This design comes from an exercise in tuning for small area on the open sky130 flow, not from production work.

Setup of north:
==> flow/design.v (excerpt) <==
module DLL_RD(
	input wire sclk,
	input wire srst_n,
	input wire [11:0] cc_p_h_i,		         
    input wire [11:0] cc_p_d_i,		         
	input wire [11:0] cc_np_h_i,		     
	input wire [11:0] cc_cpl_h_i,	         
    input wire [11:0] cc_cpl_d_i,            
	output wire [255:0] dll2tl_data_o,
    output wire [2:0] dll2tl_data_en_o,
    output wire [11:0] ep_cc_p_h_o,
    output wire [11:0] ep_cc_p_d_o,
	output wire ep_cc_p_en_o,
    output wire [11:0] ep_cc_np_h_o,
    output wire ep_cc_np_en_o,
    output wire [11:0] ep_cc_cpl_h_o,
    output wire [11:0] ep_cc_cpl_d_o,
    output wire ep_cc_cpl_en_o,
    output wire [11:0] ep_cl_p_h_o,
    output wire [11:0] ep_cl_p_d_o,
    output wire [11:0] ep_cl_np_h_o,
    output wire [11:0] ep_cl_cpl_h_o,
    output wire [11:0] ep_cl_cpl_d_o,
	output wire ep_cl_en_o,
	output wire updatefc_p_o,
	output wire updatefc_np_o,
	output wire updatefc_cpl_o,
	input wire arb_ready_i,
	output wire dllp_valid_o,
	output wire [255:0] dllp_data_o,
	input pipe2dll_valid_i,
	input wire [255:0] pipe2dll_data_i,
	output wire [15:0] acknak_seq_num_o,
    output wire [1:0] acknak_seq_en_o,
	output wire [1:0] dlcm_state
);
Settings: LEC_CHECK=0, CAP_MARGIN=20, CORE_MARGIN=2, CORE_UTILIZATION=60, CTS_BUF_LIST=sky130_fd_sc_hd__clkbuf_16, CTS_CLUSTER_DIAMETER=80, CTS_CLUSTER_SIZE=30, PLACE_DENSITY=0.75, SLEW_MARGIN=20; clock period 6.0 ns.
standard.sh (not shown) runs the stock make flow with config.mk's settings and CLKGATE_MAP_FILE= SYNTH_SCRIPT=/design/flow/synth_recipe.tcl, a recipe that flattens the netlist after the stock synthesis.
==> flow/flow/run.sh <==
#!/bin/bash
# The standard layout (the standard.sh: ORFS synthesis, floorplan, place, CTS, route,
# finish), with the port buffers that global placement inserts made from
# sky130_fd_sc_hd__buf_1 instead of the cell buffer_ports picks by default.
set -euo pipefail
cd "$(dirname "$0")/.."
bash standard.sh "BUFFER_PORTS_ARGS=-buffer_cell sky130_fd_sc_hd__buf_1" finish > make_finish.log 2>&1
Input changes introduced in south (baseline for comparison: north):
--- a/flow/design.v
+++ b/flow/design.v
@@ -399,29 +399,31 @@
         posted      <= (pipe2dll_data_i[135:128] == 8'h60);
         last0       <= in_np || in_n == 3'd0;
         m           <= in_n[1:0] - 2'd1;
         match       <= (in_seq == next_rcv_seq);
         c           <= 3'd0;
     end
     else if (shift_hi)
         c           <= c + 3'd1;
 end
-wire hold_c  = t_idle | (tstate == T_SENDD) |
-               ((tstate == T_SEQ || tstate == T_SENDH || tstate == T_DONEH) & c[2]);
-wire hold_hi = hold_c | ((tstate == T_DONED) & (c[1:0] == m));
-wire hold_lo = hold_c | (tstate == T_DONED);
-wire [255:0] sh_m = {{128{shift_hi}}, {128{shift_lo}}};
-wire [255:0] hd_m = {{128{hold_hi}},  {128{hold_lo}}};
 always_ff @(posedge sclk) begin
-    pipe_q[0] <= (pipe_q[0] & hd_m) | (pipe_q[1]       & sh_m);
-    pipe_q[1] <= (pipe_q[1] & hd_m) | (pipe_q[2]       & sh_m);
-    pipe_q[2] <= (pipe_q[2] & hd_m) | (pipe_q[3]       & sh_m);
-    pipe_q[3] <= (pipe_q[3] & hd_m) | (pipe2dll_data_i & sh_m);
+    if (shift_hi) begin
+        pipe_q[0][255:128] <= pipe_q[1][255:128];
+        pipe_q[1][255:128] <= pipe_q[2][255:128];
+        pipe_q[2][255:128] <= pipe_q[3][255:128];
+        pipe_q[3][255:128] <= pipe2dll_data_i[255:128];
+    end
+    if (shift_lo) begin
+        pipe_q[0][127:0]   <= pipe_q[1][127:0];
+        pipe_q[1][127:0]   <= pipe_q[2][127:0];
+        pipe_q[2][127:0]   <= pipe_q[3][127:0];
+        pipe_q[3][127:0]   <= pipe2dll_data_i[127:0];
+    end
 end
 always_ff @(posedge sclk) begin
     if (!srst_n) begin
         next_rcv_seq <= 12'd0;
         nak          <= 1'b0;
     end
     else if (tstate == T_SEQ) begin
         if (match) next_rcv_seq <= next_rcv_seq + 12'd1;
         nak <= !match;
south | stages: all done | timing, DRC, antenna: all pass
Between north and south, wire length decreased.
south against north: adder and majority gate portion of the synthesized area comparable, register fraction of the total cell area now larger.
north → south: fraction of standard cell area in multi-input logic now sits lower, post-route non-filler standard cell count shrank by about 18%, post-layout instance area +1.9%.
Re row count: no difference whatsoever between south and north.
No run of this note included a check of the RTL's function; only the layout flow was run.

==> afterwards: timing with drivers on the ports <==
How much do the figures lean on ideal ports? The routed layouts below were timed once more, with nothing changed but the port constraints.
Step 1: set_driving_cell puts a clkbuf_16 on sclk and a buf_2 on each other input, an assumption about the parent block.
Step 2, shift: input delay + t, output delay - t, t = (earliest + latest rising clock arrival at the registers) / 2. This alone moves slack from input paths to output paths.
a / b / c = no drivers / after step 1 / after step 2; a / b = the first two.
| run | shift t [ns] | setup slack, ns | hold WS [ns] | worst setup path at the end | pins driven straight from the clock port |
|---|---|---|---|---|---|
| north | 0.764 | 0.157 / 0.077 / 0.842 | 0.462 / 0.462 / 0.462 | register to output | 1 |
| south | 0.742 | 0.288 / 0.215 / 0.894 | 0.368 / 0.368 / 0.368 | input to register | 1 |
After both steps setup and hold are still met in every run listed.
